Context: an optimization exercise on an open-source flow, tuned for small area, a short achievable clock period and few clock cycles per item. The choices shown serve that exercise and are no tape-out recipe.
At most, simulation tests tie the RTL to the original design; equivalence was not proved.
No functional check of the RTL was part of runs 1 and 2.

--- flow/run.sh ---
#!/bin/bash
# synth_recipe.tcl (not shown) runs the flow's synth.tcl, then flattens the netlist and writes it again
# the make line also repeats each setting of config.mk as NAME=value (left out here)
make -C /OpenROAD-flow-scripts/flow DESIGN_CONFIG=/design/flow/config.mk WORK_HOME=/design/flow/orfs CLKGATE_MAP_FILE= SYNTH_SCRIPT=/design/flow/synth_recipe.tcl finish
--- flow/constraint.sdc ---
create_clock -name core_clock -period 12.0 [get_ports {clk}]
set_input_delay 2.4000 -clock core_clock [delete_from_list [all_inputs] [get_ports {clk}]]
set_output_delay 2.4000 -clock core_clock [all_outputs]
set_load 0.01 [all_outputs]
--- flow/config.mk ---
export PLATFORM = sky130hd
export DESIGN_NAME = geofence
export DESIGN_NICKNAME = geofence
export VERILOG_FILES = /design/flow/design.v
export SDC_FILE = /design/flow/constraint.sdc
export NUM_CORES = 4
export LEC_CHECK = 0
export ABC_CLOCK_PERIOD_IN_PS = 4000
export CAP_MARGIN = 20
export CORE_MARGIN = 2
export CORE_UTILIZATION = 40
export SETUP_SLACK_MARGIN = 5
export SLEW_MARGIN = 20
export SYNTH_HIERARCHICAL = 1
--- flow/design.v ---
module geofence (clk, reset, X, Y, valid, is_inside);
input clk;
input reset;
input [9:0] X;
input [9:0] Y;
output valid;
output is_inside;
reg  [2:0] cnt;       
reg  [9:0] px, py;
reg  [9:0] dmx, dmy, rmx, rmy, lmx, lmy;    
reg        dsx, dsy, rsx, rsy, lsx, lsy;    
reg        in_flag;
wire [10:0] ex = {1'b0, X} - {1'b0, px};
wire [10:0] ey = {1'b0, Y} - {1'b0, py};
wire [9:0]  fx = px - X;
wire [9:0]  fy = py - Y;
wire        nx = ex[10], ny = ey[10];
wire        zx = (X == px), zy = (Y == py);
always @(posedge clk) begin
    dmx <= nx ? fx : ex[9:0];
    dmy <= ny ? fy : ey[9:0];
    dsx <= nx | (zx & ny);
    dsy <= ny | (zy & ~nx);
end
wire gt_r = {dmy, dmx} > {rmy, rmx};
wire gt_l = {dmy, dmx} > {lmy, lmx};
wire tie_a = ~rsy ^ ((rsy == dsy) & gt_r);
wire tie_b = ~lsy ^ ((lsy == dsy) & gt_l);
wire pa, ql;
cross_pos u_a (.usx(rsx), .umx(rmx), .usy(rsy), .umy(rmy),
               .wsx(dsx), .wmx(dmx), .wsy(dsy), .wmy(dmy), .tie(tie_a), .pos(pa));
cross_pos u_b (.usx(lsx), .umx(lmx), .usy(lsy), .umy(lmy),
               .wsx(dsx), .wmx(dmx), .wsy(dsy), .wmy(dmy), .tie(tie_b), .pos(ql));
wire pb = ~ql;        
always @(posedge clk or posedge reset) begin
    if (reset) cnt <= 3'd0;
    else       cnt <= cnt + 3'd1;
end
wire first = (cnt == 3'd2);
always @(posedge clk) begin
    if (cnt == 3'd0) begin
        px <= X;
        py <= Y;
    end
    if (first || (!pa && pb)) begin
        rmx <= dmx; rsx <= dsx; rmy <= dmy; rsy <= dsy;
    end
    if (first || (pa && !pb)) begin
        lmx <= dmx; lsx <= dsx; lmy <= dmy; lsy <= dsy;
    end
    if (first)              in_flag <= 1'b0;
    else if (!pa && !pb)    in_flag <= 1'b1;
end
assign valid = (cnt == 3'd7);
assign is_inside = in_flag | (!pa && !pb);
endmodule
module cross_pos (usx, umx, usy, umy, wsx, wmx, wsy, wmy, tie, pos);
input usx, usy, wsx, wsy, tie;
input [9:0] umx, umy, wmx, wmy;
output pos;
wire sa = usx ^ wsy;    
wire sb = usy ^ wsx;    
wire t = tie ^ sa;      
wire ge;                
wire p1;
wire n2;
wire p3;
wire n4;
wire p5;
wire n6;
wire p7;
wire n8;
wire p9;
wire n10;
wire p11;
wire n12;
wire p13;
wire n14;
wire p15;
wire n16;
wire p17;
wire n18;
wire p19;
wire n20;
wire p21;
wire n22;
wire p23;
wire n24;
wire p25;
wire n26;
wire p27;
wire n28;
wire p29;
wire n30;
wire p31;
wire n32;
wire p33;
wire n34;
wire p35;
wire n36;
wire p37;
wire n38;
wire p39;
wire n40;
wire p41;
wire n42;
wire p43;
wire n44;
wire p45;
wire n46;
wire p47;
wire n48;
wire p49;
wire n50;
wire p51;
wire n52;
wire p53;
wire n54;
wire p55;
wire n56;
wire p57;
wire n58;
wire p59;
wire n60;
wire p61;
wire n62;
wire p63;
wire n64;
wire p65;
wire n66;
wire p67;
wire n68;
wire p69;
wire n70;
wire p71;
wire n72;
wire p73;
wire n74;
wire p75;
wire n76;
wire p77;
wire n78;
wire p79;
wire n80;
wire p81;
wire n82;
wire p83;
wire n84;
wire p85;
wire n86;
wire p87;
wire n88;
wire p89;
wire n90;
wire p91;
wire n92;
wire p93;
wire n94;
wire p95;
wire n96;
wire p97;
wire n98;
wire p99;
wire n100;
wire p101;
wire n102;
wire p103;
wire n104;
wire p105;
wire n106;
wire p107;
wire n108;
wire p109;
wire n110;
wire p111;
wire n112;
wire p113;
wire n114;
wire p115;
wire n116;
wire p117;
wire n118;
wire p119;
wire n120;
wire p121;
wire n122;
wire p123;
wire n124;
wire p125;
wire n126;
wire p127;
wire n128;
wire p129;
wire n130;
wire p131;
wire n132;
wire p133;
wire n134;
wire p135;
wire n136;
wire p137;
wire n138;
wire p139;
wire n140;
wire p141;
wire n142;
wire p143;
wire n144;
wire p145;
wire n146;
wire p147;
wire n148;
wire p149;
wire n150;
wire p151;
wire n152;
wire p153;
wire n154;
wire p155;
wire n156;
wire p157;
wire n158;
wire p159;
wire n160;
wire p161;
wire n162;
wire p163;
wire n164;
wire p165;
wire n166;
wire p167;
wire n168;
wire p169;
wire n170;
wire p171;
wire n172;
wire p173;
wire n174;
wire p175;
wire n176;
wire p177;
wire n178;
wire p179;
wire n180;
wire p181;
wire n182;
wire p183;
wire n184;
wire p185;
wire n186;
wire p187;
wire n188;
wire p189;
wire n190;
wire p191;
wire n192;
wire p193;
wire n194;
wire p195;
wire n196;
wire p197;
wire n198;
wire p199;
wire n200;
wire s201;
wire c202;
wire s203;
wire c204;
wire s205;
wire c206;
wire s207;
wire c208;
wire s209;
wire c210;
wire s211;
wire c212;
wire s213;
wire c214;
wire s215;
wire c216;
wire s217;
wire c218;
wire s219;
wire c220;
wire s221;
wire c222;
wire s223;
wire c224;
wire s225;
wire c226;
wire s227;
wire c228;
wire s229;
wire c230;
wire s231;
wire c232;
wire s233;
wire c234;
wire s235;
wire c236;
wire s237;
wire c238;
wire s239;
wire c240;
wire s241;
wire c242;
wire s243;
wire c244;
wire s245;
wire c246;
wire s247;
wire c248;
wire s249;
wire c250;
wire s251;
wire c252;
wire s253;
wire c254;
wire s255;
wire c256;
wire s257;
wire c258;
wire s259;
wire c260;
wire s261;
wire c262;
wire s263;
wire c264;
wire s265;
wire c266;
wire s267;
wire c268;
wire s269;
wire c270;
wire s271;
wire c272;
wire s273;
wire c274;
wire s275;
wire c276;
wire s277;
wire c278;
wire s279;
wire c280;
wire s281;
wire c282;
wire s283;
wire c284;
wire s285;
wire c286;
wire s287;
wire c288;
wire s289;
wire c290;
wire s291;
wire c292;
wire s293;
wire c294;
wire s295;
wire c296;
wire s297;
wire c298;
wire s299;
wire c300;
wire s301;
wire c302;
wire s303;
wire c304;
wire s305;
wire c306;
wire s307;
wire c308;
wire s309;
wire c310;
wire s311;
wire c312;
wire s313;
wire c314;
wire s315;
wire c316;
wire s317;
wire c318;
wire s319;
wire c320;
wire s321;
wire c322;
wire s323;
wire c324;
wire s325;
wire c326;
wire s327;
wire c328;
wire s329;
wire c330;
wire s331;
wire c332;
wire s333;
wire c334;
wire s335;
wire c336;
wire s337;
wire c338;
wire s339;
wire c340;
wire s341;
wire c342;
wire s343;
wire c344;
wire s345;
wire c346;
wire s347;
wire c348;
wire s349;
wire c350;
wire s351;
wire c352;
wire s353;
wire c354;
wire s355;
wire c356;
wire s357;
wire c358;
wire s359;
wire c360;
wire s361;
wire c362;
wire s363;
wire c364;
wire s365;
wire c366;
wire s367;
wire c368;
wire s369;
wire c370;
wire s371;
wire c372;
wire s373;
wire c374;
wire s375;
wire c376;
wire s377;
wire c378;
wire s379;
wire c380;
wire s381;
wire c382;
wire s383;
wire c384;
wire s385;
wire c386;
wire s387;
wire c388;
wire s389;
wire c390;
wire s391;
wire c392;
wire s393;
wire c394;
wire s395;
wire c396;
wire s397;
wire c398;
wire s399;
wire c400;
wire s401;
wire c402;
wire s403;
wire c404;
wire s405;
wire c406;
wire s407;
wire c408;
wire s409;
wire c410;
wire s411;
wire c412;
wire s413;
wire c414;
wire s415;
wire c416;
wire s417;
wire c418;
wire s419;
wire c420;
wire s421;
wire c422;
wire s423;
wire c424;
wire s425;
wire c426;
wire s427;
wire c428;
wire s429;
wire c430;
wire s431;
wire c432;
wire s433;
wire c434;
wire s435;
wire c436;
wire s437;
wire c438;
wire s439;
wire c440;
wire s441;
wire c442;
wire s443;
wire c444;
wire s445;
wire c446;
wire s447;
wire c448;
wire s449;
wire c450;
wire s451;
wire c452;
wire s453;
wire c454;
wire s455;
wire c456;
wire s457;
wire c458;
wire s459;
wire c460;
wire s461;
wire c462;
wire s463;
wire c464;
wire s465;
wire c466;
wire s467;
wire c468;
wire s469;
wire c470;
wire s471;
wire c472;
wire s473;
wire c474;
wire s475;
wire c476;
wire s477;
wire c478;
wire s479;
wire c480;
wire s481;
wire c482;
wire s483;
wire c484;
wire s485;
wire c486;
wire s487;
wire c488;
wire s489;
wire c490;
wire s491;
wire c492;
wire s493;
wire c494;
wire s495;
wire c496;
wire s497;
wire c498;
wire s499;
wire c500;
wire s501;
wire c502;
wire s503;
wire c504;
wire s505;
wire c506;
wire s507;
wire c508;
wire s509;
wire c510;
wire s511;
wire c512;
wire s513;
wire c514;
wire s515;
wire c516;
wire s517;
wire c518;
wire s519;
wire c520;
wire s521;
wire c522;
wire s523;
wire c524;
wire s525;
wire c526;
wire s527;
wire c528;
wire s529;
wire c530;
wire s531;
wire c532;
wire s533;
wire c534;
wire s535;
wire c536;
wire s537;
wire c538;
wire s539;
wire c540;
wire s541;
wire c542;
wire s543;
wire c544;
wire s545;
wire c546;
wire s547;
wire c548;
wire s549;
wire c550;
wire s551;
wire c552;
wire s553;
wire c554;
wire s555;
wire c556;
wire s557;
wire c558;
wire s559;
wire c560;
wire s561;
wire c562;
wire s563;
wire c564;
wire s565;
wire c566;
wire g567;
wire q568;
wire g569;
wire q570;
wire g571;
wire q572;
wire g573;
wire q574;
wire g575;
wire q576;
wire g577;
wire q578;
wire g579;
wire q580;
wire g581;
wire q582;
wire g583;
wire q584;
wire g585;
wire q586;
wire g587;
wire q588;
wire g589;
wire q590;
wire g591;
wire q592;
wire g593;
wire q594;
wire g595;
wire q596;
wire g597;
wire q598;
wire g599;
wire q600;
wire g601;
wire q602;
wire g603;
wire q604;
wire g605;
wire q606;
wire g607;
wire q608;
wire g609;
wire q610;
wire g611;
wire q612;
wire g613;
wire q614;
wire g615;
wire q616;
wire g617;
wire q618;
wire g619;
wire q620;
wire g621;
wire q622;
wire g623;
wire q624;
wire g625;
wire q626;
wire g627;
wire q628;
wire g629;
wire q630;
wire g631;
wire q632;
wire g633;
wire q634;
wire g635;
wire q636;
wire g637;
wire q638;
wire g639;
wire q640;
wire g641;
wire q642;
wire g643;
wire q644;
wire g645;
wire q646;
assign p1 = umx[0] & wmy[0];
assign n2 = ~(umy[0] & wmx[0]);
assign p3 = umx[0] & wmy[1];
assign n4 = ~(umy[0] & wmx[1]);
assign p5 = umx[0] & wmy[2];
assign n6 = ~(umy[0] & wmx[2]);
assign p7 = umx[0] & wmy[3];
assign n8 = ~(umy[0] & wmx[3]);
assign p9 = umx[0] & wmy[4];
assign n10 = ~(umy[0] & wmx[4]);
assign p11 = umx[0] & wmy[5];
assign n12 = ~(umy[0] & wmx[5]);
assign p13 = umx[0] & wmy[6];
assign n14 = ~(umy[0] & wmx[6]);
assign p15 = umx[0] & wmy[7];
assign n16 = ~(umy[0] & wmx[7]);
assign p17 = umx[0] & wmy[8];
assign n18 = ~(umy[0] & wmx[8]);
assign p19 = umx[0] & wmy[9];
assign n20 = ~(umy[0] & wmx[9]);
assign p21 = umx[1] & wmy[0];
assign n22 = ~(umy[1] & wmx[0]);
assign p23 = umx[1] & wmy[1];
assign n24 = ~(umy[1] & wmx[1]);
assign p25 = umx[1] & wmy[2];
assign n26 = ~(umy[1] & wmx[2]);
assign p27 = umx[1] & wmy[3];
assign n28 = ~(umy[1] & wmx[3]);
assign p29 = umx[1] & wmy[4];
assign n30 = ~(umy[1] & wmx[4]);
assign p31 = umx[1] & wmy[5];
assign n32 = ~(umy[1] & wmx[5]);
assign p33 = umx[1] & wmy[6];
assign n34 = ~(umy[1] & wmx[6]);
assign p35 = umx[1] & wmy[7];
assign n36 = ~(umy[1] & wmx[7]);
assign p37 = umx[1] & wmy[8];
assign n38 = ~(umy[1] & wmx[8]);
assign p39 = umx[1] & wmy[9];
assign n40 = ~(umy[1] & wmx[9]);
assign p41 = umx[2] & wmy[0];
assign n42 = ~(umy[2] & wmx[0]);
assign p43 = umx[2] & wmy[1];
assign n44 = ~(umy[2] & wmx[1]);
assign p45 = umx[2] & wmy[2];
assign n46 = ~(umy[2] & wmx[2]);
assign p47 = umx[2] & wmy[3];
assign n48 = ~(umy[2] & wmx[3]);
assign p49 = umx[2] & wmy[4];
assign n50 = ~(umy[2] & wmx[4]);
assign p51 = umx[2] & wmy[5];
assign n52 = ~(umy[2] & wmx[5]);
assign p53 = umx[2] & wmy[6];
assign n54 = ~(umy[2] & wmx[6]);
assign p55 = umx[2] & wmy[7];
assign n56 = ~(umy[2] & wmx[7]);
assign p57 = umx[2] & wmy[8];
assign n58 = ~(umy[2] & wmx[8]);
assign p59 = umx[2] & wmy[9];
assign n60 = ~(umy[2] & wmx[9]);
assign p61 = umx[3] & wmy[0];
assign n62 = ~(umy[3] & wmx[0]);
assign p63 = umx[3] & wmy[1];
assign n64 = ~(umy[3] & wmx[1]);
assign p65 = umx[3] & wmy[2];
assign n66 = ~(umy[3] & wmx[2]);
assign p67 = umx[3] & wmy[3];
assign n68 = ~(umy[3] & wmx[3]);
assign p69 = umx[3] & wmy[4];
assign n70 = ~(umy[3] & wmx[4]);
assign p71 = umx[3] & wmy[5];
assign n72 = ~(umy[3] & wmx[5]);
assign p73 = umx[3] & wmy[6];
assign n74 = ~(umy[3] & wmx[6]);
assign p75 = umx[3] & wmy[7];
assign n76 = ~(umy[3] & wmx[7]);
assign p77 = umx[3] & wmy[8];
assign n78 = ~(umy[3] & wmx[8]);
assign p79 = umx[3] & wmy[9];
assign n80 = ~(umy[3] & wmx[9]);
assign p81 = umx[4] & wmy[0];
assign n82 = ~(umy[4] & wmx[0]);
assign p83 = umx[4] & wmy[1];
assign n84 = ~(umy[4] & wmx[1]);
assign p85 = umx[4] & wmy[2];
assign n86 = ~(umy[4] & wmx[2]);
assign p87 = umx[4] & wmy[3];
assign n88 = ~(umy[4] & wmx[3]);
assign p89 = umx[4] & wmy[4];
assign n90 = ~(umy[4] & wmx[4]);
assign p91 = umx[4] & wmy[5];
assign n92 = ~(umy[4] & wmx[5]);
assign p93 = umx[4] & wmy[6];
assign n94 = ~(umy[4] & wmx[6]);
assign p95 = umx[4] & wmy[7];
assign n96 = ~(umy[4] & wmx[7]);
assign p97 = umx[4] & wmy[8];
assign n98 = ~(umy[4] & wmx[8]);
assign p99 = umx[4] & wmy[9];
assign n100 = ~(umy[4] & wmx[9]);
assign p101 = umx[5] & wmy[0];
assign n102 = ~(umy[5] & wmx[0]);
assign p103 = umx[5] & wmy[1];
assign n104 = ~(umy[5] & wmx[1]);
assign p105 = umx[5] & wmy[2];
assign n106 = ~(umy[5] & wmx[2]);
assign p107 = umx[5] & wmy[3];
assign n108 = ~(umy[5] & wmx[3]);
assign p109 = umx[5] & wmy[4];
assign n110 = ~(umy[5] & wmx[4]);
assign p111 = umx[5] & wmy[5];
assign n112 = ~(umy[5] & wmx[5]);
assign p113 = umx[5] & wmy[6];
assign n114 = ~(umy[5] & wmx[6]);
assign p115 = umx[5] & wmy[7];
assign n116 = ~(umy[5] & wmx[7]);
assign p117 = umx[5] & wmy[8];
assign n118 = ~(umy[5] & wmx[8]);
assign p119 = umx[5] & wmy[9];
assign n120 = ~(umy[5] & wmx[9]);
assign p121 = umx[6] & wmy[0];
assign n122 = ~(umy[6] & wmx[0]);
assign p123 = umx[6] & wmy[1];
assign n124 = ~(umy[6] & wmx[1]);
assign p125 = umx[6] & wmy[2];
assign n126 = ~(umy[6] & wmx[2]);
assign p127 = umx[6] & wmy[3];
assign n128 = ~(umy[6] & wmx[3]);
assign p129 = umx[6] & wmy[4];
assign n130 = ~(umy[6] & wmx[4]);
assign p131 = umx[6] & wmy[5];
assign n132 = ~(umy[6] & wmx[5]);
assign p133 = umx[6] & wmy[6];
assign n134 = ~(umy[6] & wmx[6]);
assign p135 = umx[6] & wmy[7];
assign n136 = ~(umy[6] & wmx[7]);
assign p137 = umx[6] & wmy[8];
assign n138 = ~(umy[6] & wmx[8]);
assign p139 = umx[6] & wmy[9];
assign n140 = ~(umy[6] & wmx[9]);
assign p141 = umx[7] & wmy[0];
assign n142 = ~(umy[7] & wmx[0]);
assign p143 = umx[7] & wmy[1];
assign n144 = ~(umy[7] & wmx[1]);
assign p145 = umx[7] & wmy[2];
assign n146 = ~(umy[7] & wmx[2]);
assign p147 = umx[7] & wmy[3];
assign n148 = ~(umy[7] & wmx[3]);
assign p149 = umx[7] & wmy[4];
assign n150 = ~(umy[7] & wmx[4]);
assign p151 = umx[7] & wmy[5];
assign n152 = ~(umy[7] & wmx[5]);
assign p153 = umx[7] & wmy[6];
assign n154 = ~(umy[7] & wmx[6]);
assign p155 = umx[7] & wmy[7];
assign n156 = ~(umy[7] & wmx[7]);
assign p157 = umx[7] & wmy[8];
assign n158 = ~(umy[7] & wmx[8]);
assign p159 = umx[7] & wmy[9];
assign n160 = ~(umy[7] & wmx[9]);
assign p161 = umx[8] & wmy[0];
assign n162 = ~(umy[8] & wmx[0]);
assign p163 = umx[8] & wmy[1];
assign n164 = ~(umy[8] & wmx[1]);
assign p165 = umx[8] & wmy[2];
assign n166 = ~(umy[8] & wmx[2]);
assign p167 = umx[8] & wmy[3];
assign n168 = ~(umy[8] & wmx[3]);
assign p169 = umx[8] & wmy[4];
assign n170 = ~(umy[8] & wmx[4]);
assign p171 = umx[8] & wmy[5];
assign n172 = ~(umy[8] & wmx[5]);
assign p173 = umx[8] & wmy[6];
assign n174 = ~(umy[8] & wmx[6]);
assign p175 = umx[8] & wmy[7];
assign n176 = ~(umy[8] & wmx[7]);
assign p177 = umx[8] & wmy[8];
assign n178 = ~(umy[8] & wmx[8]);
assign p179 = umx[8] & wmy[9];
assign n180 = ~(umy[8] & wmx[9]);
assign p181 = umx[9] & wmy[0];
assign n182 = ~(umy[9] & wmx[0]);
assign p183 = umx[9] & wmy[1];
assign n184 = ~(umy[9] & wmx[1]);
assign p185 = umx[9] & wmy[2];
assign n186 = ~(umy[9] & wmx[2]);
assign p187 = umx[9] & wmy[3];
assign n188 = ~(umy[9] & wmx[3]);
assign p189 = umx[9] & wmy[4];
assign n190 = ~(umy[9] & wmx[4]);
assign p191 = umx[9] & wmy[5];
assign n192 = ~(umy[9] & wmx[5]);
assign p193 = umx[9] & wmy[6];
assign n194 = ~(umy[9] & wmx[6]);
assign p195 = umx[9] & wmy[7];
assign n196 = ~(umy[9] & wmx[7]);
assign p197 = umx[9] & wmy[8];
assign n198 = ~(umy[9] & wmx[8]);
assign p199 = umx[9] & wmy[9];
assign n200 = ~(umy[9] & wmx[9]);
fa_cell us201 (.a(1'b1), .b(n110), .c(n128), .s(s201), .co(c202));
assign s203 = 1'b1 ^ n112;
assign c204 = 1'b1 & n112;
fa_cell us205 (.a(1'b1), .b(n104), .c(n122), .s(s205), .co(c206));
fa_cell us207 (.a(1'b1), .b(n106), .c(n124), .s(s207), .co(c208));
fa_cell us209 (.a(n142), .b(n16), .c(n34), .s(s209), .co(c210));
assign s211 = n52 ^ n70;
assign c212 = n52 & n70;
fa_cell us213 (.a(1'b1), .b(n108), .c(n126), .s(s213), .co(c214));
fa_cell us215 (.a(n144), .b(n162), .c(n18), .s(s215), .co(c216));
fa_cell us217 (.a(n36), .b(n54), .c(n72), .s(s217), .co(c218));
fa_cell us219 (.a(n90), .b(p107), .c(p125), .s(s219), .co(c220));
assign s221 = p143 ^ p161;
assign c222 = p143 & p161;
fa_cell us223 (.a(n146), .b(n164), .c(n182), .s(s223), .co(c224));
fa_cell us225 (.a(n20), .b(n38), .c(n56), .s(s225), .co(c226));
fa_cell us227 (.a(n74), .b(n92), .c(p109), .s(s227), .co(c228));
fa_cell us229 (.a(p127), .b(p145), .c(p163), .s(s229), .co(c230));
fa_cell us231 (.a(p181), .b(p19), .c(p37), .s(s231), .co(c232));
assign s233 = p55 ^ p73;
assign c234 = p55 & p73;
fa_cell us235 (.a(n130), .b(n148), .c(n166), .s(s235), .co(c236));
fa_cell us237 (.a(n184), .b(n40), .c(n58), .s(s237), .co(c238));
fa_cell us239 (.a(n76), .b(n94), .c(p111), .s(s239), .co(c240));
fa_cell us241 (.a(p129), .b(p147), .c(p165), .s(s241), .co(c242));
fa_cell us243 (.a(p183), .b(p39), .c(p57), .s(s243), .co(c244));
fa_cell us245 (.a(p75), .b(p93), .c(s203), .s(s245), .co(c246));
fa_cell us247 (.a(n114), .b(n132), .c(n150), .s(s247), .co(c248));
fa_cell us249 (.a(n168), .b(n186), .c(n60), .s(s249), .co(c250));
fa_cell us251 (.a(n78), .b(n96), .c(p113), .s(s251), .co(c252));
fa_cell us253 (.a(p131), .b(p149), .c(p167), .s(s253), .co(c254));
fa_cell us255 (.a(p185), .b(p59), .c(p77), .s(s255), .co(c256));
fa_cell us257 (.a(n116), .b(n134), .c(n152), .s(s257), .co(c258));
fa_cell us259 (.a(n170), .b(n188), .c(n80), .s(s259), .co(c260));
fa_cell us261 (.a(n98), .b(p115), .c(p133), .s(s261), .co(c262));
fa_cell us263 (.a(n100), .b(n118), .c(n136), .s(s263), .co(c264));
fa_cell us265 (.a(1'b1), .b(n10), .c(n28), .s(s265), .co(c266));
fa_cell us267 (.a(1'b1), .b(n102), .c(n12), .s(s267), .co(c268));
fa_cell us269 (.a(n30), .b(n48), .c(n66), .s(s269), .co(c270));
assign s271 = n84 ^ p101;
assign c272 = n84 & p101;
fa_cell us273 (.a(n14), .b(n32), .c(n50), .s(s273), .co(c274));
fa_cell us275 (.a(n68), .b(n86), .c(p103), .s(s275), .co(c276));
fa_cell us277 (.a(p121), .b(p13), .c(p31), .s(s277), .co(c278));
assign s279 = p49 ^ p67;
assign c280 = p49 & p67;
fa_cell us281 (.a(n88), .b(p105), .c(p123), .s(s281), .co(c282));
fa_cell us283 (.a(p141), .b(p15), .c(p33), .s(s283), .co(c284));
fa_cell us285 (.a(p51), .b(p69), .c(p87), .s(s285), .co(c286));
fa_cell us287 (.a(s211), .b(c206), .c(s207), .s(s287), .co(c288));
fa_cell us289 (.a(p17), .b(p35), .c(p53), .s(s289), .co(c290));
fa_cell us291 (.a(p71), .b(p89), .c(c212), .s(s291), .co(c292));
fa_cell us293 (.a(s221), .b(c208), .c(c210), .s(s293), .co(c294));
fa_cell us295 (.a(s213), .b(s215), .c(s217), .s(s295), .co(c296));
fa_cell us297 (.a(p91), .b(c222), .c(s233), .s(s297), .co(c298));
fa_cell us299 (.a(c214), .b(c216), .c(c218), .s(s299), .co(c300));
fa_cell us301 (.a(c220), .b(s201), .c(s223), .s(s301), .co(c302));
fa_cell us303 (.a(s225), .b(s227), .c(s229), .s(s303), .co(c304));
fa_cell us305 (.a(c234), .b(c202), .c(c224), .s(s305), .co(c306));
fa_cell us307 (.a(c226), .b(c228), .c(c230), .s(s307), .co(c308));
fa_cell us309 (.a(c232), .b(s235), .c(s237), .s(s309), .co(c310));
fa_cell us311 (.a(s239), .b(s241), .c(s243), .s(s311), .co(c312));
fa_cell us313 (.a(p95), .b(c204), .c(c236), .s(s313), .co(c314));
fa_cell us315 (.a(c238), .b(c240), .c(c242), .s(s315), .co(c316));
fa_cell us317 (.a(c244), .b(s247), .c(s249), .s(s317), .co(c318));
fa_cell us319 (.a(s251), .b(s253), .c(s255), .s(s319), .co(c320));
fa_cell us321 (.a(p151), .b(p169), .c(p187), .s(s321), .co(c322));
fa_cell us323 (.a(p79), .b(p97), .c(c248), .s(s323), .co(c324));
fa_cell us325 (.a(c250), .b(c252), .c(c254), .s(s325), .co(c326));
fa_cell us327 (.a(c256), .b(s257), .c(s259), .s(s327), .co(c328));
fa_cell us329 (.a(n154), .b(n172), .c(n190), .s(s329), .co(c330));
fa_cell us331 (.a(p117), .b(p135), .c(p153), .s(s331), .co(c332));
fa_cell us333 (.a(p171), .b(p189), .c(p99), .s(s333), .co(c334));
fa_cell us335 (.a(c258), .b(c260), .c(c262), .s(s335), .co(c336));
fa_cell us337 (.a(n120), .b(n138), .c(n156), .s(s337), .co(c338));
fa_cell us339 (.a(n174), .b(n192), .c(p119), .s(s339), .co(c340));
fa_cell us341 (.a(p137), .b(p155), .c(p173), .s(s341), .co(c342));
fa_cell us343 (.a(n140), .b(n158), .c(n176), .s(s343), .co(c344));
assign s345 = 1'b1 ^ n24;
assign c346 = 1'b1 & n24;
fa_cell us347 (.a(1'b1), .b(n26), .c(n44), .s(s347), .co(c348));
fa_cell us349 (.a(n62), .b(n8), .c(p25), .s(s349), .co(c350));
fa_cell us351 (.a(n46), .b(n64), .c(n82), .s(s351), .co(c352));
fa_cell us353 (.a(p27), .b(p45), .c(p63), .s(s353), .co(c354));
assign s355 = p81 ^ p9;
assign c356 = p81 & p9;
fa_cell us357 (.a(p11), .b(p29), .c(p47), .s(s357), .co(c358));
fa_cell us359 (.a(p65), .b(p83), .c(s271), .s(s359), .co(c360));
fa_cell us361 (.a(c266), .b(s267), .c(s269), .s(s361), .co(c362));
fa_cell us363 (.a(p85), .b(c272), .c(s279), .s(s363), .co(c364));
fa_cell us365 (.a(c268), .b(c270), .c(s205), .s(s365), .co(c366));
fa_cell us367 (.a(s273), .b(s275), .c(s277), .s(s367), .co(c368));
fa_cell us369 (.a(c280), .b(c274), .c(c276), .s(s369), .co(c370));
fa_cell us371 (.a(c278), .b(s209), .c(s281), .s(s371), .co(c372));
fa_cell us373 (.a(s283), .b(s285), .c(s287), .s(s373), .co(c374));
fa_cell us375 (.a(c282), .b(c284), .c(c286), .s(s375), .co(c376));
fa_cell us377 (.a(s219), .b(s289), .c(s291), .s(s377), .co(c378));
fa_cell us379 (.a(c288), .b(s293), .c(s295), .s(s379), .co(c380));
fa_cell us381 (.a(c290), .b(s231), .c(c292), .s(s381), .co(c382));
fa_cell us383 (.a(s297), .b(c294), .c(c296), .s(s383), .co(c384));
fa_cell us385 (.a(s299), .b(s301), .c(s303), .s(s385), .co(c386));
fa_cell us387 (.a(c298), .b(s245), .c(c300), .s(s387), .co(c388));
fa_cell us389 (.a(c302), .b(c304), .c(s305), .s(s389), .co(c390));
fa_cell us391 (.a(s307), .b(s309), .c(s311), .s(s391), .co(c392));
fa_cell us393 (.a(c246), .b(c306), .c(c308), .s(s393), .co(c394));
fa_cell us395 (.a(c310), .b(c312), .c(s313), .s(s395), .co(c396));
fa_cell us397 (.a(s315), .b(s317), .c(s319), .s(s397), .co(c398));
fa_cell us399 (.a(s261), .b(s321), .c(c314), .s(s399), .co(c400));
fa_cell us401 (.a(c316), .b(c318), .c(c320), .s(s401), .co(c402));
fa_cell us403 (.a(s323), .b(s325), .c(s327), .s(s403), .co(c404));
fa_cell us405 (.a(c322), .b(s263), .c(s329), .s(s405), .co(c406));
fa_cell us407 (.a(s331), .b(s333), .c(c324), .s(s407), .co(c408));
fa_cell us409 (.a(c326), .b(c328), .c(s335), .s(s409), .co(c410));
fa_cell us411 (.a(p191), .b(c264), .c(c330), .s(s411), .co(c412));
fa_cell us413 (.a(c332), .b(c334), .c(s337), .s(s413), .co(c414));
fa_cell us415 (.a(s339), .b(s341), .c(c336), .s(s415), .co(c416));
fa_cell us417 (.a(n194), .b(p139), .c(p157), .s(s417), .co(c418));
fa_cell us419 (.a(p175), .b(p193), .c(c338), .s(s419), .co(c420));
fa_cell us421 (.a(c340), .b(c342), .c(s343), .s(s421), .co(c422));
fa_cell us423 (.a(n160), .b(n178), .c(n196), .s(s423), .co(c424));
fa_cell us425 (.a(p159), .b(p177), .c(p195), .s(s425), .co(c426));
assign s427 = 1'b1 ^ n22;
assign c428 = 1'b1 & n22;
fa_cell us429 (.a(n42), .b(n6), .c(p23), .s(s429), .co(c430));
assign s431 = p41 ^ p5;
assign c432 = p41 & p5;
fa_cell us433 (.a(p43), .b(p61), .c(p7), .s(s433), .co(c434));
fa_cell us435 (.a(c346), .b(s347), .c(s349), .s(s435), .co(c436));
fa_cell us437 (.a(s355), .b(c348), .c(c350), .s(s437), .co(c438));
fa_cell us439 (.a(s265), .b(s351), .c(s353), .s(s439), .co(c440));
fa_cell us441 (.a(c356), .b(c352), .c(c354), .s(s441), .co(c442));
fa_cell us443 (.a(s357), .b(s359), .c(s361), .s(s443), .co(c444));
fa_cell us445 (.a(c358), .b(c360), .c(s363), .s(s445), .co(c446));
fa_cell us447 (.a(c362), .b(s365), .c(s367), .s(s447), .co(c448));
fa_cell us449 (.a(c364), .b(c366), .c(c368), .s(s449), .co(c450));
fa_cell us451 (.a(s369), .b(s371), .c(s373), .s(s451), .co(c452));
fa_cell us453 (.a(c370), .b(c372), .c(s375), .s(s453), .co(c454));
fa_cell us455 (.a(s377), .b(c374), .c(s379), .s(s455), .co(c456));
fa_cell us457 (.a(c376), .b(c378), .c(s381), .s(s457), .co(c458));
fa_cell us459 (.a(c380), .b(s383), .c(s385), .s(s459), .co(c460));
fa_cell us461 (.a(c382), .b(c384), .c(s387), .s(s461), .co(c462));
fa_cell us463 (.a(c386), .b(s389), .c(s391), .s(s463), .co(c464));
fa_cell us465 (.a(c388), .b(c390), .c(s393), .s(s465), .co(c466));
fa_cell us467 (.a(c392), .b(s395), .c(s397), .s(s467), .co(c468));
fa_cell us469 (.a(c394), .b(c396), .c(s399), .s(s469), .co(c470));
fa_cell us471 (.a(c398), .b(s401), .c(s403), .s(s471), .co(c472));
fa_cell us473 (.a(s405), .b(c400), .c(c402), .s(s473), .co(c474));
fa_cell us475 (.a(s407), .b(c404), .c(s409), .s(s475), .co(c476));
fa_cell us477 (.a(c406), .b(s411), .c(s413), .s(s477), .co(c478));
fa_cell us479 (.a(c408), .b(c410), .c(s415), .s(s479), .co(c480));
fa_cell us481 (.a(s417), .b(c412), .c(c414), .s(s481), .co(c482));
fa_cell us483 (.a(s419), .b(s421), .c(c416), .s(s483), .co(c484));
fa_cell us485 (.a(c344), .b(c418), .c(s423), .s(s485), .co(c486));
fa_cell us487 (.a(s425), .b(c420), .c(c422), .s(s487), .co(c488));
fa_cell us489 (.a(n180), .b(n198), .c(p179), .s(s489), .co(c490));
fa_cell us491 (.a(p197), .b(c424), .c(c426), .s(s491), .co(c492));
assign s493 = n4 ^ p21;
assign c494 = n4 & p21;
fa_cell us495 (.a(c428), .b(s345), .c(s431), .s(s495), .co(c496));
fa_cell us497 (.a(c432), .b(c430), .c(s433), .s(s497), .co(c498));
fa_cell us499 (.a(c434), .b(c436), .c(s437), .s(s499), .co(c500));
fa_cell us501 (.a(c438), .b(c440), .c(s441), .s(s501), .co(c502));
fa_cell us503 (.a(c442), .b(s445), .c(c444), .s(s503), .co(c504));
fa_cell us505 (.a(c446), .b(c448), .c(s449), .s(s505), .co(c506));
fa_cell us507 (.a(c450), .b(s453), .c(c452), .s(s507), .co(c508));
fa_cell us509 (.a(c454), .b(s457), .c(c456), .s(s509), .co(c510));
fa_cell us511 (.a(c458), .b(s461), .c(c460), .s(s511), .co(c512));
fa_cell us513 (.a(c462), .b(s465), .c(c464), .s(s513), .co(c514));
fa_cell us515 (.a(c466), .b(s469), .c(c468), .s(s515), .co(c516));
fa_cell us517 (.a(c470), .b(s473), .c(c472), .s(s517), .co(c518));
fa_cell us519 (.a(s477), .b(c474), .c(c476), .s(s519), .co(c520));
fa_cell us521 (.a(c478), .b(s481), .c(s483), .s(s521), .co(c522));
fa_cell us523 (.a(s485), .b(c482), .c(s487), .s(s523), .co(c524));
fa_cell us525 (.a(s489), .b(c486), .c(s491), .s(s525), .co(c526));
fa_cell us527 (.a(n200), .b(p199), .c(c490), .s(s527), .co(c528));
assign s529 = n2 ^ p1;
assign c530 = n2 & p1;
fa_cell us531 (.a(p3), .b(s427), .c(s493), .s(s531), .co(c532));
fa_cell us533 (.a(c494), .b(s429), .c(s495), .s(s533), .co(c534));
fa_cell us535 (.a(c496), .b(s435), .c(s497), .s(s535), .co(c536));
fa_cell us537 (.a(c498), .b(s439), .c(s499), .s(s537), .co(c538));
fa_cell us539 (.a(c500), .b(s501), .c(s443), .s(s539), .co(c540));
fa_cell us541 (.a(c502), .b(s447), .c(s503), .s(s541), .co(c542));
fa_cell us543 (.a(c504), .b(s505), .c(s451), .s(s543), .co(c544));
fa_cell us545 (.a(c506), .b(s455), .c(s507), .s(s545), .co(c546));
fa_cell us547 (.a(s459), .b(c508), .c(s509), .s(s547), .co(c548));
fa_cell us549 (.a(s463), .b(c510), .c(s511), .s(s549), .co(c550));
fa_cell us551 (.a(s467), .b(c512), .c(s513), .s(s551), .co(c552));
fa_cell us553 (.a(s471), .b(c514), .c(s515), .s(s553), .co(c554));
fa_cell us555 (.a(s475), .b(c516), .c(s517), .s(s555), .co(c556));
fa_cell us557 (.a(s479), .b(s519), .c(c518), .s(s557), .co(c558));
fa_cell us559 (.a(c480), .b(s521), .c(c520), .s(s559), .co(c560));
fa_cell us561 (.a(c484), .b(s523), .c(c522), .s(s561), .co(c562));
fa_cell us563 (.a(c488), .b(s525), .c(c524), .s(s563), .co(c564));
fa_cell us565 (.a(c492), .b(s527), .c(c526), .s(s565), .co(c566));
assign g567 = s529 & t;
assign q568 = s529 | t;
assign g569 = c530 & s531;
assign q570 = c530 | s531;
assign g571 = c532 & s533;
assign q572 = c532 | s533;
assign g573 = c534 & s535;
assign q574 = c534 | s535;
assign g575 = c536 & s537;
assign q576 = c536 | s537;
assign g577 = c538 & s539;
assign q578 = c538 | s539;
assign g579 = c540 & s541;
assign q580 = c540 | s541;
assign g581 = c542 & s543;
assign q582 = c542 | s543;
assign g583 = c544 & s545;
assign q584 = c544 | s545;
assign g585 = c546 & s547;
assign q586 = c546 | s547;
assign g587 = c548 & s549;
assign q588 = c548 | s549;
assign g589 = c550 & s551;
assign q590 = c550 | s551;
assign g591 = c552 & s553;
assign q592 = c552 | s553;
assign g593 = c554 & s555;
assign q594 = c554 | s555;
assign g595 = c556 & s557;
assign q596 = c556 | s557;
assign g597 = s559 & c558;
assign q598 = s559 | c558;
assign g599 = s561 & c560;
assign q600 = s561 | c560;
assign g601 = s563 & c562;
assign q602 = s563 | c562;
assign g603 = s565 & c564;
assign q604 = s565 | c564;
assign g605 = c528 & c566;
assign q606 = c528 | c566;
assign g607 = g569 | (q570 & g567);
assign q608 = q570 & q568;
assign g609 = g573 | (q574 & g571);
assign q610 = q574 & q572;
assign g611 = g577 | (q578 & g575);
assign q612 = q578 & q576;
assign g613 = g581 | (q582 & g579);
assign q614 = q582 & q580;
assign g615 = g585 | (q586 & g583);
assign q616 = q586 & q584;
assign g617 = g589 | (q590 & g587);
assign q618 = q590 & q588;
assign g619 = g593 | (q594 & g591);
assign q620 = q594 & q592;
assign g621 = g597 | (q598 & g595);
assign q622 = q598 & q596;
assign g623 = g601 | (q602 & g599);
assign q624 = q602 & q600;
assign g625 = g605 | (q606 & g603);
assign q626 = q606 & q604;
assign g627 = g609 | (q610 & g607);
assign q628 = q610 & q608;
assign g629 = g613 | (q614 & g611);
assign q630 = q614 & q612;
assign g631 = g617 | (q618 & g615);
assign q632 = q618 & q616;
assign g633 = g621 | (q622 & g619);
assign q634 = q622 & q620;
assign g635 = g625 | (q626 & g623);
assign q636 = q626 & q624;
assign g637 = g629 | (q630 & g627);
assign q638 = q630 & q628;
assign g639 = g633 | (q634 & g631);
assign q640 = q634 & q632;
assign g641 = 1'b0 | (1'b1 & g635);
assign q642 = 1'b1 & q636;
assign g643 = g639 | (q640 & g637);
assign q644 = q640 & q638;
assign g645 = g641 | (q642 & g643);
assign q646 = q642 & q644;
assign ge = ~(g645 ^ 1'b1);
assign pos = (sa ^ sb) ? ~sa : (ge ^ sa);
endmodule
module fa_cell (a, b, c, s, co);
input a, b, c;
output s, co;
assign s = a ^ b ^ c;
assign co = (a & b) | (a & c) | (b & c);
endmodule
==> results of run 1 <==
-- layout make-up --
class,count,area (um2),share of cell area
diodes,1,2.50,0.000144
clock buffers,9,225,0.0129
clock inverters,7,75.1,0.00431
inverters,97,364,0.0209
multi-input cells,1175,12400,0.712
flip-flops and latches,90,2510,0.144
well taps,511,639,0.0367
repair buffers,131,1190,0.0685
-- cell usage in the layout, fill, tap and decap left out, types with 18 or more instances in the layout --
master / count
a21o_1: 18
a21oi_1: 43
and2_1: 196
buf_4: 85
clkdlybuf4s50_1: 22
edfxtp_1: 64
fa_1: 330
ha_1: 100
inv_1: 97
nand2_1: 226
nor2_1: 33
-- Yosys stat by module, one instance, submodules excluded --
module	flip-flops and latches	copies in the design	cells	cell area, um2
fa_cell	0	342	1	20.0
cross_pos	0	2	284	1520
geofence	90	1	487	5400
-- timing repair --
| action | in CTS | in global routing |
|---|---|---|
| gates resized for setup | 45 | 9 |
| buffers inserted | 101 | 1 |
| endpoints found under the setup margin | 1 | 1 |
| pin swaps | 12 | 7 |
| hold buffers | 0 | 0 |
-- worst max-delay path: stages (launching register included) --
cell	delay (ns)
edfxtp_1	0.53
buf_4	0.22
and2_1	0.17
fa_1	0.41
fa_1	0.52
fa_1	0.45
fa_1	0.39
fa_1	0.51
fa_1	0.46
o22ai_1	0.19
nor2_1	0.08
o211ai_1	0.10
nor2_1	0.07
a211oi_2	0.37
mux2_4	0.37
a21o_4	0.25
buf_2	0.14
-- sequential cells by signal, indices dropped and copies added, names as in the netlist --
| register | flops |
|---|---|
| dmx | 10 |
| dmy | 10 |
| lmx | 10 |
| lmy | 10 |
| px | 10 |
| py | 10 |
| rmx | 10 |
| rmy | 10 |
| cnt | 3 |
| dsx | 1 |
| dsy | 1 |
| in_flag | 1 |
| lsx | 1 |
| lsy | 1 |
| rsx | 1 |
| rsy | 1 |
-- metrics by stage --
stage	utilization	instances	instance area [um2]
global route	0.462	2020	17400
finish	0.462	2021	17400
detailed placement	0.427	1902	16100
floorplan	-	1409	15500
global placement	0.427	1902	16100
CTS	0.461	2019	17400
-- kinds of logic after synthesis --
group / count (synthesis)
other cells: 2
buf+inv: 144
fa+ha+maj: 446
xor+xnor: 20
flops: 90
simple gates: 510
mux: 19
compound gates: 166
-- worst paths after layout --
kind | slack [ns] | startpoint | cells after the start | to
max in group asynchronous | 9.66 | reset | 2 | cnt[0]
worst max register to register | 5.96 | rmx[9] | 17 | lmy[6]
worst min-delay path | 0.47 | cnt[0] | 1 | cnt[0]
worst min register to register | 0.47 | cnt[0] | 1 | cnt[0]
min in group asynchronous | 2.21 | reset | 2 | cnt[2]
worst max-delay path | 4.01 | lmx[5] | 16 | is_inside
-- per-layer routing --
| layer | up-vias | routed length [um] | track usage |
|---|---|---|---|
| met4 | 4 | 1350 | 0.0708 |
| met2 | 417 | 20900 | 0.387 |
| met5 | - | 27 | 0 |
| met3 | 97 | 3240 | 0.0457 |
| met1 | 5730 | 17700 | 0.308 |
| li1 | 4745 | - | - |
==> impl_metrics.yaml, run 1 <==
placement:
  hpwl_um: 28300
  dp_slack_ns: 3.49
  gp_congestion: 0.818
  portBuffers: 23
sta:
  period_needed_ns: 7.99
  setup_ws_ns: 4.01
  skew_ns: 0.0137
  finalSetupTns_ns: 0
  period_share: 0.666
  grt_setup_unrepaired: "true"
  worst_pin_slew_ns: 1.02
  maxSlewViolCount: 0
  slew-limit-headroom: 0.318
  hold_ws_ns: 0.469
  setup_viol: 0
  final-hold-violation-count: 0
  fmax_ghz: 0.125
status:
  outcome: "no timing/DRC/antenna violations"
clock_tree:
  path_clk_slew_ns: 0.07
  cts_max_path_buffers: 2
  clkLatencyLatePin_ns: 0.36
  cts_buffers: 9
  cts-root-buf: "clkbuf_16"
  cts_tree: "built"
  htreeDepth: 3
  cts.sinks: 90
detailed_routing:
  wirelength_um: 43200
  wl_per_cell_um: 21.4
  postRouteAntennaNets: 0
  drt-initial-drc-count: 845
  vias: 11000
  via_per_inst: 5.44
  drc: 0
  dr.pass1.iters: 5
logic_synthesis:
  synth_edf_count: 64
  synth_common_cells: "fa_1 (346), nand2_1 (226), and2_1 (205), ha_1 (100), inv_1 (97)"
  synth_most_common_cell: "fa_1"
  synth_top_area_share: 0.453
  synth_top_family_by_area: "adder cells"
  ys_seq_area_frac: 0.161
  syn_area_mm2: 0.0153
  synth_area_leaders: "fa_1 (45%), edfxtp_1 (13%), and2_1 (8.4%)"
  synth-main-ff-cell: "edfxtp_1"
  synth_xor_area_frac: 0.0115
  synth_compound_area_frac: 0.0757
  ys_seq_elements: 90
  synth_cell_type_count: 63
  synth_adder_area_share: 0.535
  synthArstFlopShare: 0.0333
  synth_area_per_cell_um2: 10.9
  synth.area.mux_share: 0.0128
  yosysTopAreaCell: "fa_1"
  ys_warn_count: 7
  synthCells: 1397
  synthSimpleGateAreaFrac: 0.167
global_routing:
  grt_pass1_wl_um: 68500
  antenna_found_initial: 4
  grt_remaining_overflow: 0
  grt_use_total: 0.232
  grt_max_degree: 25
  grt_pass1_vias: 12000
floorplanning:
  boundaryPins: 24
  die_h_um: 199
  placementRows: 71
  initial_core_util: 0.406
  die-area_mm2: 0.0398
  coreArea_mm2: 0.0377
  die_w_um: 199
worst_hold_path:
  min_path_type: "flip-flop to flip-flop"
layout:
  syn_to_final_growth_pct: 14.0
  drive_gt1_frac: 0.125
  fill_cells: 3484
  layout.nets: 1972
worst_setup_path:
  crit_path_start_kind: "flip-flop"
  arrival_ns: 5.59
  crit_required_ns: 9.60
  criticalPathCategory: "flip-flop to output pin"
  critPathMaxFanout: 6
  cp-end-kind: "output pin"
flow_run:
  cap_violations: 0
==> run 2, diff against run 1 <==
--- a/flow/config.mk
+++ b/flow/config.mk
@@ -6,9 +6,9 @@
 export NUM_CORES = 4
 export LEC_CHECK = 0
-export ABC_CLOCK_PERIOD_IN_PS = 4000
+export ABC_CLOCK_PERIOD_IN_PS = 6000
 export CAP_MARGIN = 20
 export CORE_MARGIN = 2
 export CORE_UTILIZATION = 40
-export SETUP_SLACK_MARGIN = 5
+export SETUP_SLACK_MARGIN = 3
 export SLEW_MARGIN = 20
 export SYNTH_HIERARCHICAL = 1
==> run 2 against run 1 <==
Effect of this change:
- wire length down 12%
- worst hold slack better by 0.00077 ns
- final cell count down 4.6%
- design area down 5.6%
- global-route usage down 2.4 points
- clock skew up 0.0017 ns
- die area unchanged
- first-iteration DRC count down 20%
- largest cell class unchanged
==> impl_metrics.yaml, run 2 <==
status:
  outcome: "no timing/DRC/antenna violations"
logic_synthesis:
  ys_seq_elements: 90
  synthArstFlopShare: 0.0333
  synth_common_cells: "fa_1 (346), nand2_1 (226), and2_1 (205), ha_1 (100), inv_1 (97)"
  yosysTopAreaCell: "fa_1"
  ys_warn_count: 7
  synth_edf_count: 64
  synthCells: 1397
  synth-main-ff-cell: "edfxtp_1"
  ys_seq_area_frac: 0.161
  synth_most_common_cell: "fa_1"
  synth_cell_type_count: 63
  synth_area_leaders: "fa_1 (45%), edfxtp_1 (13%), and2_1 (8.4%)"
  syn_area_mm2: 0.0153
  synth_top_area_share: 0.453
  synth_area_per_cell_um2: 10.9
worst_setup_path:
  crit_path_start: "rmx[6]"
  cp-end-kind: "output pin"
  criticalPathCategory: "flip-flop to output pin"
  arrival_ns: 6.30
  r2r_slack_ns: 5.75
  reg2reg_to: "lsx"
  r2r-start: "lmy[5]"
  crit_path_start_kind: "flip-flop"
  crit_required_ns: 9.60
  critPathMaxFanout: 11
  reg2reg_depth: 15
layout:
  layout.nets: 1880
  fill_cells: 3571
  drive_gt1_frac: 0.0402
  diodes: 0
  syn_to_final_growth_pct: 7.52
  multi_input_area_mm2: 0.0123
  mostFrequentLayoutCell: "fa_1"
  layout_common_cells: "fa_1 (346), nand2_1 (226), and2_1 (205), ha_1 (100), inv_1 (97)"
  seq_area_mm2: 0.00247
placement:
  hpwl_um: 28300
  gp_congestion: 0.877
  portBuffers: 23
sta:
  setup_viol: 0
  hold_ws_ns: 0.470
  maxSlewViolCount: 0
  skew_ns: 0.0154
  grt_setup_unrepaired: "false"
  finalSetupTns_ns: 0
  period_share: 0.725
  slew-limit-headroom: 0.325
  period_needed_ns: 8.70
  final-hold-violation-count: 0
  fmax_ghz: 0.115
  worst_pin_slew_ns: 1.01
worst_hold_path:
  min_path_type: "flip-flop to flip-flop"
  hold_path_depth: 1
  worst_hold_path.endpoint: "cnt[0]"
  worstHoldStart: "cnt[0]"
floorplanning:
  die_w_um: 199
  boundaryPins: 24
  die_h_um: 199
  initial_core_util: 0.406
  coreArea_mm2: 0.0377
  die-area_mm2: 0.0398
  placementRows: 71
detailed_routing:
  wirelength_um: 37800
  drt-initial-drc-count: 676
  wl_per_cell_um: 19.6
  postRouteAntennaNets: 0
  via_per_inst: 5.35
  dr.pass1.iters: 5
  drc: 0
  vias: 10300
global_routing:
  antenna_found_initial: 0
  grt_max_degree: 25
  grt_pass1_wl_um: 63500
  grt_pass1_vias: 11800
  grt_remaining_overflow: 0
  grt_use_total: 0.208
flow_run:
  cap_violations: 0
clock_tree:
  cts_buffers: 9
  cts_tree: "built"
  cts_max_path_buffers: 2
  htreeDepth: 3
  ctsHoldBuffers: 0
  clkLatencyLatePin_ns: 0.35
  path_clk_slew_ns: 0.07
  cts.sinks: 90
  cts-root-buf: "clkbuf_16"
  postCtsResizedCells: 2
  cts_setup_buffers: 0
[run 2: metal layers]
layer | part of all wire | GRT usage | wire, um
met2 | 0.49 | 0.345 | 18500
met5 | 0 | 0 | 0
met4 | 0.019 | 0.0524 | 720
met1 | 0.45 | 0.291 | 16900
met3 | 0.044 | 0.0277 | 1670
[run 2: logic make-up (layout without fill, tap and decap cells)]
| logic type | Yosys count | in the layout | share of synthesized area |
|---|---|---|---|
| AOI/OAI and AO/OA | 166 | 166 | 0.0757 |
| xor gates and xnor gates | 20 | 20 | 0.0115 |
| adders and majority gates | 446 | 446 | 0.535 |
| buffers and inverters | 144 | 152 | 0.0368 |
| DFF | 90 | 90 | 0.161 |
| muxes | 19 | 19 | 0.0128 |
| other | 2 | 14 | 0.000491 |
| and+or+nand+nor | 510 | 510 | 0.167 |
[run 2: stage by stage]
step / util / cells / area, um2 / worst slack [ns]
floorplan: - / 1409 / 15300 / 4.77
global placement: 0.428 / 1912 / 16100 / 3.40
detailed placement: 0.428 / 1912 / 16100 / 3.38
CTS: 0.436 / 1928 / 16400 / 3.00
global route: 0.436 / 1928 / 16400 / 3.01
finish: 0.436 / 1928 / 16400 / 3.30
[run 2: area by class of cell]
class	instances	share of cell area
clock buffer	9	0.0137
clock inverter	7	0.00388
inverter	97	0.0222
multi-input combinational	1175	0.750
sequential	90	0.150
tap	511	0.0389
timing repair buffer	39	0.0213
[run 2: per-module statistics from Yosys, one instance, submodules excluded]
module	cell area, um2	cells	flops+latches
geofence	5400	487	90
cross_pos	1520	284	0
fa_cell	20.0	1	0
[run 2: critical path, stage by stage, from the launching register on]
cell	delay, ns
edfxtp_1	0.64
and2_1	0.29
fa_1	0.50
fa_1	0.57
fa_1	0.44
fa_1	0.40
fa_1	0.51
fa_1	0.48
o2111ai_1	0.21
o21ai_0	0.10
o21ai_0	0.19
a21oi_1	0.10
a211oi_2	0.25
mux2_1	0.42
inv_1	0.08
a21o_1	0.19
clkdlybuf4s50_1	0.56
[run 2: how the worst max path moves through the flow]
| stage | to | slack (ns) | depth (start not counted) |
|---|---|---|---|
| floorplan | is_inside | 4.77 | 16 |
| global placement | is_inside | 3.40 | 16 |
| detailed placement | is_inside | 3.38 | 15 |
| CTS | is_inside | 3.00 | 16 |
| global route | is_inside | 3.01 | 16 |
| finish | is_inside | 3.30 | 16 |
==> run 3, diff against run 2 <==
--- a/flow/design.v
+++ b/flow/design.v
@@ -23,13 +23,10 @@
     dsy <= ny | (zy & ~nx);
 end
-wire gt_r = {dmy, dmx} > {rmy, rmx};
-wire gt_l = {dmy, dmx} > {lmy, lmx};
-wire tie_a = ~rsy ^ ((rsy == dsy) & gt_r);
-wire tie_b = ~lsy ^ ((lsy == dsy) & gt_l);
+wire tie = ~dsy;
 wire pa, ql;
 cross_pos u_a (.usx(rsx), .umx(rmx), .usy(rsy), .umy(rmy),
-               .wsx(dsx), .wmx(dmx), .wsy(dsy), .wmy(dmy), .tie(tie_a), .pos(pa));
+               .wsx(dsx), .wmx(dmx), .wsy(dsy), .wmy(dmy), .tie(tie), .pos(pa));
 cross_pos u_b (.usx(lsx), .umx(lmx), .usy(lsy), .umy(lmy),
-               .wsx(dsx), .wmx(dmx), .wsy(dsy), .wmy(dmy), .tie(tie_b), .pos(ql));
+               .wsx(dsx), .wmx(dmx), .wsy(dsy), .wmy(dmy), .tie(tie), .pos(ql));
 wire pb = ~ql;        
 always @(posedge clk or posedge reset) begin
--- a/flow/config.mk
+++ b/flow/config.mk
@@ -6,9 +6,9 @@
 export NUM_CORES = 4
 export LEC_CHECK = 0
-export ABC_CLOCK_PERIOD_IN_PS = 6000
+export ABC_CLOCK_PERIOD_IN_PS = 4000
 export CAP_MARGIN = 20
 export CORE_MARGIN = 2
 export CORE_UTILIZATION = 40
-export SETUP_SLACK_MARGIN = 3
+export SETUP_SLACK_MARGIN = 5
 export SLEW_MARGIN = 20
 export SYNTH_HIERARCHICAL = 1
==> run 3 against run 2 <==
Effect of this change:
- still clean on timing, DRC and antenna
- global-route usage up 0.49 points
- largest cell class unchanged
==> impl_metrics.yaml, run 3 <==
status:
  outcome: "no timing/DRC/antenna violations"
logic_synthesis:
  synth_edf_count: 64
  synth_cell_type_count: 51
  ys_seq_elements: 90
  synth_top_area_share: 0.487
  ys_warn_count: 7
  yosysTopAreaCell: "fa_1"
  synth_area_leaders: "fa_1 (49%), edfxtp_1 (14%), and2_1 (8.9%)"
  synth_most_common_cell: "fa_1"
  ys_seq_area_frac: 0.173
  synth_common_cells: "fa_1 (346), nand2_1 (209), and2_1 (202), edfxtp_1 (64), ha_1 (60)"
  synthArstFlopShare: 0.0333
  synth_area_per_cell_um2: 11.4
  syn_area_mm2: 0.0142
  synth-main-ff-cell: "edfxtp_1"
  synthCells: 1251
floorplanning:
  die_w_um: 193
  die-area_mm2: 0.0371
  boundaryPins: 24
  initial_core_util: 0.403
  placementRows: 69
  die_h_um: 193
  coreArea_mm2: 0.0353
sta:
  fmax_ghz: 0.126
  finalSetupTns_ns: 0
  slew-limit-headroom: 0.355
  maxSlewViolCount: 0
  grt_setup_unrepaired: "true"
  skew_ns: 0.0160
  final-hold-violation-count: 0
  worst_pin_slew_ns: 0.965
  period_share: 0.660
  setup_viol: 0
  period_needed_ns: 7.92
  hold_ws_ns: 0.475
detailed_routing:
  dr.pass1.iters: 5
  vias: 9625
  drt-initial-drc-count: 645
  wl_met3_um: 2200
  wirelength_um: 37100
  postRouteAntennaNets: 0
  via_per_inst: 5.33
  wl_met1_um: 15300
  met2_length_um: 18600
  wl_per_cell_um: 20.5
  drc: 0
  highest_layer: "met4"
layout:
  layout.nets: 1768
  layout_common_cells: "fa_1 (329), nand2_1 (209), and2_1 (186), buf_4 (82), edfxtp_1 (64)"
  fin_cells: 1806
  final_area_mm2: 0.0161
  mostFrequentLayoutCell: "fa_1"
  multi_input_area_mm2: 0.0115
  seq_area_mm2: 0.00251
  fill_cells: 3264
  syn_to_final_growth_pct: 13.0
  drive_gt1_frac: 0.127
  diodes: 0
worst_setup_path:
  reg2reg_to: "lmy[8]"
  r2r_slack_ns: 5.92
  max_stage_delay_ns: 0.58
  critical_path.endpoint: "is_inside"
  arrival_ns: 5.52
  slowest_stage: "fa_1"
  crit_required_ns: 9.60
  critPathMaxFanout: 6
  reg2reg_depth: 16
  crit_path_start: "lmx[5]"
  criticalPathCategory: "flip-flop to output pin"
  crit_path_start_kind: "flip-flop"
  path_cells: "and2_4 -> fa_1 -> fa_1 -> fa_1 -> fa_2 -> fa_1 -> fa_1 -> o22ai_1 -> nor2_1 -> a31oi_1 -> a21oi_1 -> a211oi_2 -> mux2_4 -> a21o_1 -> buf_6"
  r2r-start: "lmx[5]"
  crit_path_frequent_cell: "fa_1"
  cp-end-kind: "output pin"
clock_tree:
  cts.sinks: 90
  cts_max_path_buffers: 2
  htreeDepth: 3
  cts-root-buf: "clkbuf_16"
  clkLatencyLatePin_ns: 0.37
  cts_tree: "built"
  cts_buffers: 9
  path_clk_slew_ns: 0.07
placement:
  hpwl_um: 26500
  place_inst: 1702
  portBuffers: 23
  post_dp_cell_area_mm2: 0.0150
  gp_congestion: 0.869
worst_hold_path:
  min_path_type: "flip-flop to flip-flop"
  worstHoldStart: "cnt[0]"
global_routing:
  grt_remaining_overflow: 0
  grt_max_degree: 23
  grt_pass1_vias: 10700
  antenna_found_initial: 0
  grt_pass1_wl_um: 59100
  grt_use_total: 0.213
flow_run:
  cap_violations: 0
## run 3: changes by cell type after synthesis, sizes merged, moves of 6 or more
| cell | change |
|---|---|
| nor2b | -6 |
| ha | -40 |
| nand3 | +6 |
| a31oi | +6 |
| nand2 | -17 |
| a21oi | -12 |
| nand4 | -8 |
| nor2 | -10 |
| o211ai | +6 |
| inv | -40 |
## run 3: worst min path at each step
stage	depth (start not counted)	slack [ns]	to
2_1_floorplan	1	0.43	cnt[0]
3_3_place_gp	1	0.45	cnt[0]
3_5_place_dp	1	0.46	cnt[0]
4_1_cts	1	0.48	cnt[0]
5_1_grt	1	0.51	cnt[0]
6_report	1	0.48	cnt[0]
## run 3: logic make-up after synthesis
logic type,after synthesis,synth area share
buffers and inverters,108,0.0301
and+or+nand+nor,465,0.163
AOI/OAI and AO/OA,140,0.0683
DFF,90,0.173
other,2,0.000528
xor gates and xnor gates,22,0.0135
muxes,18,0.0128
adders and majority gates,406,0.539
## run 3: per-module statistics from Yosys, one instance, submodules excluded
module / flip-flops and latches / area, um2 / copies in the design / cells inside
geofence: 90 / 4350 / 1 / 341
fa_cell: 0 / 20.0 / 342 / 1
cross_pos: 0 / 1520 / 2 / 284
## run 3: critical path, delay by kind of cell, from the launching register on
family / cells / cell delay (ns)
and+or+nand+nor: 2 / 0.28
AOI/OAI and AO/OA: 5 / 0.92
DFF: 1 / 0.53
adders and majority gates: 6 / 2.95
muxes: 1 / 0.34
buffers and inverters: 1 / 0.13
## run 3: cell type report
cell class | count | area share
multi-input combinational | 1065 | 0.716
sequential | 90 | 0.156
timing repair buffer | 117 | 0.0615
tap | 461 | 0.0359
clock buffer | 10 | 0.0142
inverter | 57 | 0.0133
clock inverter | 6 | 0.00350
## run 3: metrics by stage
stage,util,setup WS (ns)
global placement,0.423,3.66
finish,0.456,4.08
floorplan,-,4.98
CTS,0.451,4.03
global route,0.456,3.95
detailed placement,0.424,3.56
## run 3: what timing repair did
item | CTS | global route
hold buffers | 0 | 0
resized for setup | 50 | 17
setup buffers | 75 | 13
setup endpoints to repair | 1 | 1
pin swaps | 21 | 11
## run 3: metal layers
| layer | global-route usage | vias to the layer above |
|---|---|---|
| li1 | - | 4201 |
| met1 | 0.279 | 5039 |
| met2 | 0.363 | 330 |
| met3 | 0.0384 | 55 |
| met4 | 0.0617 | 0 |
| met5 | 0 | - |
Testbench counts of run 3, summed over its fixed seeds: cycles 9,600, objects 1,200.
==> run 4, diff against run 3 <==
--- a/flow/config.mk
+++ b/flow/config.mk
@@ -9,5 +9,5 @@
 export CAP_MARGIN = 20
 export CORE_MARGIN = 2
-export CORE_UTILIZATION = 40
+export CORE_UTILIZATION = 65
 export SETUP_SLACK_MARGIN = 5
 export SLEW_MARGIN = 20
==> run 4 against run 3 <==
Effect of this change:
- still clean
- non-clock buffer count up 10
- flip-flop and latch count did not move
- core utilization rose by 28 points
- design area is 0.91% lower
- first-iteration DRC count up 39%
- via count grew 4.6%
- highest routed layer unchanged
==> impl_metrics.yaml, run 4 <==
sta:
  period_needed_ns: 7.84
  skew_ns: 0.00678
  slew-limit-headroom: 0.378
  setup_viol: 0
  period_share: 0.653
  grt_setup_unrepaired: "true"
  worst_pin_slew_ns: 0.931
  final-hold-violation-count: 0
  setup_ws_ns: 4.16
detailed_routing:
  vias: 10100
  drt-initial-drc-count: 895
  postRouteAntennaNets: 0
  wl_per_cell_um: 22.7
  drc: 0
logic_synthesis:
  synth_area_per_cell_um2: 11.4
  ys_warn_count: 7
  synth_common_cells: "fa_1 (346), nand2_1 (209), and2_1 (202), edfxtp_1 (64), ha_1 (60)"
  synthArstFlopShare: 0.0333
  ys_seq_elements: 90
  synth_cell_type_count: 51
  synthCells: 1251
  yosysTopAreaCell: "fa_1"
  synth-main-ff-cell: "edfxtp_1"
  synth_edf_count: 64
worst_setup_path:
  reg2reg_depth: 18
  cp-end-kind: "output pin"
  crit_path_start_kind: "flip-flop"
  r2r-start: "lmx[5]"
  crit_buf_inv: 2
  critPathMaxFanout: 5
  slowest_stage: "fa_1"
  max_stage_delay_ns: 0.58
  crit_required_ns: 9.60
  arrival_ns: 5.44
floorplanning:
  boundaryPins: 24
  die_h_um: 152
  coreArea_mm2: 0.0217
  placementRows: 54
  die-area_mm2: 0.0231
  initial_core_util: 0.656
global_routing:
  grt_max_degree: 23
  antenna_found_initial: 0
  grt_remaining_overflow: 0
  grt_pass1_vias: 11100
  grt_use_total: 0.339
placement:
  hpwl_um: 25700
  gp_congestion: 0.884
  portBuffers: 23
  dp_slack_ns: 3.56
layout:
  diodes: 0
  fin_util: 0.735
  seq_area_mm2: 0.00252
  fill_cells: 1512
  drive_gt1_frac: 0.132
  syn_to_final_growth_pct: 12.0
  layout_common_cells: "fa_1 (328), nand2_1 (209), and2_1 (190), buf_4 (94), edfxtp_1 (64)"
  multi_input_area_mm2: 0.0115
  layout.nets: 1778
  fin_cells: 1635
worst_hold_path:
  hold_path_depth: 1
  min_path_type: "flip-flop to flip-flop"
  worst_hold_path.endpoint: "cnt[0]"
clock_tree:
  cts-root-buf: "clkbuf_16"
  cts_buffers: 9
  htreeDepth: 3
  cts_tree: "built"
  cts_max_path_buffers: 2
flow_run:
  cap_violations: 0
status:
  outcome: "no timing/DRC/antenna violations"
[run 4: logic make-up after synthesis]
kind of cell	Yosys count	share of synthesized area
AOI/OAI and AO/OA	140	0.0683
xor gates and xnor gates	22	0.0135
adders and majority gates	406	0.539
buffers and inverters	108	0.0301
DFF	90	0.173
muxes	18	0.0128
other	2	0.000528
and+or+nand+nor	465	0.163
[run 4: timing repair]
item | 4_1_cts | 5_1_grt
cloned | 1 | 0
endpoints found under the setup margin | 1 | 1
pin swaps | 26 | 12
resized for setup | 56 | 9
buffers inserted | 93 | 4
[run 4: layout make-up]
class / instances / area share
timing repair buffer: 127 / 0.0674
sequential: 90 / 0.158
inverter: 57 / 0.0134
multi-input combinational: 1065 / 0.721
clock buffer: 9 / 0.0141
tap: 280 / 0.0220
clock inverter: 7 / 0.00369
[run 4: routing by layer]
metal,track usage,vias to the layer above,share of wire
met5,0,-,0
met4,0.151,0,0.054
met3,0.0565,151,0.079
met2,0.574,539,0.50
met1,0.437,5151,0.37
li1,-,4226,-
[run 4: worst max-delay path by stage]
stage / from / end / slack (ns)
6_report: lmx[5] / is_inside / 4.16
5_1_grt: lmx[6] / is_inside / 4.02
4_1_cts: dmy[8] / is_inside / 4.11
3_5_place_dp: dmx[6] / is_inside / 3.56
3_3_place_gp: dmx[4] / is_inside / 3.62
2_1_floorplan: rmx[6] / is_inside / 4.98
[run 4: through the flow]
stage / area, um2 / hold slack (ns)
after floorplan: 14400 / 0.434
after global placement: 14700 / 0.446
after detailed placement: 14700 / 0.467
after CTS: 15900 / 0.469
after global routing: 15900 / 0.504
final: 15900 / 0.468
[run 4: modules after synthesis (local to each module, per instance)]
module | cells inside | cell area [um2] | flops+latches
cross_pos | 284 | 1520 | 0
fa_cell | 1 | 20.0 | 0
geofence | 341 | 4350 | 90

re-timing with driven ports:
Ports are ideal in the flow. The routed layouts listed here were re-timed in OpenROAD.
Step 1, drivers: a clkbuf_16 drives clk and a buf_2 each remaining input, both assumed.
Step 2, shift: input delay + t, output delay - t, t = (earliest + latest rising clock arrival at the registers) / 2. This alone moves slack from input paths to output paths.
a / b / c = no drivers / after step 1 / after step 2; a / b = the first two.
run	t, ns	setup WS [ns]	hold WS [ns]	clock arrival spread, ns	worst slew at a driven data input, ns
run 1	0.395	4.011 / 3.967 / 4.362	0.469 / 0.469 / 0.469	0.014 / 0.014	0.04
run 2	0.387	3.301 / 3.261 / 3.648	0.470 / 0.470 / 0.470	0.016 / 0.016	0.04
run 3	0.406	4.084 / 4.040 / 4.446	0.475 / 0.475 / 0.475	0.016 / 0.016	0.04
run 4	0.397	4.159 / 4.115 / 4.512	0.468 / 0.468 / 0.468	0.007 / 0.007	0.04
After both steps setup and hold are still met in every run listed.
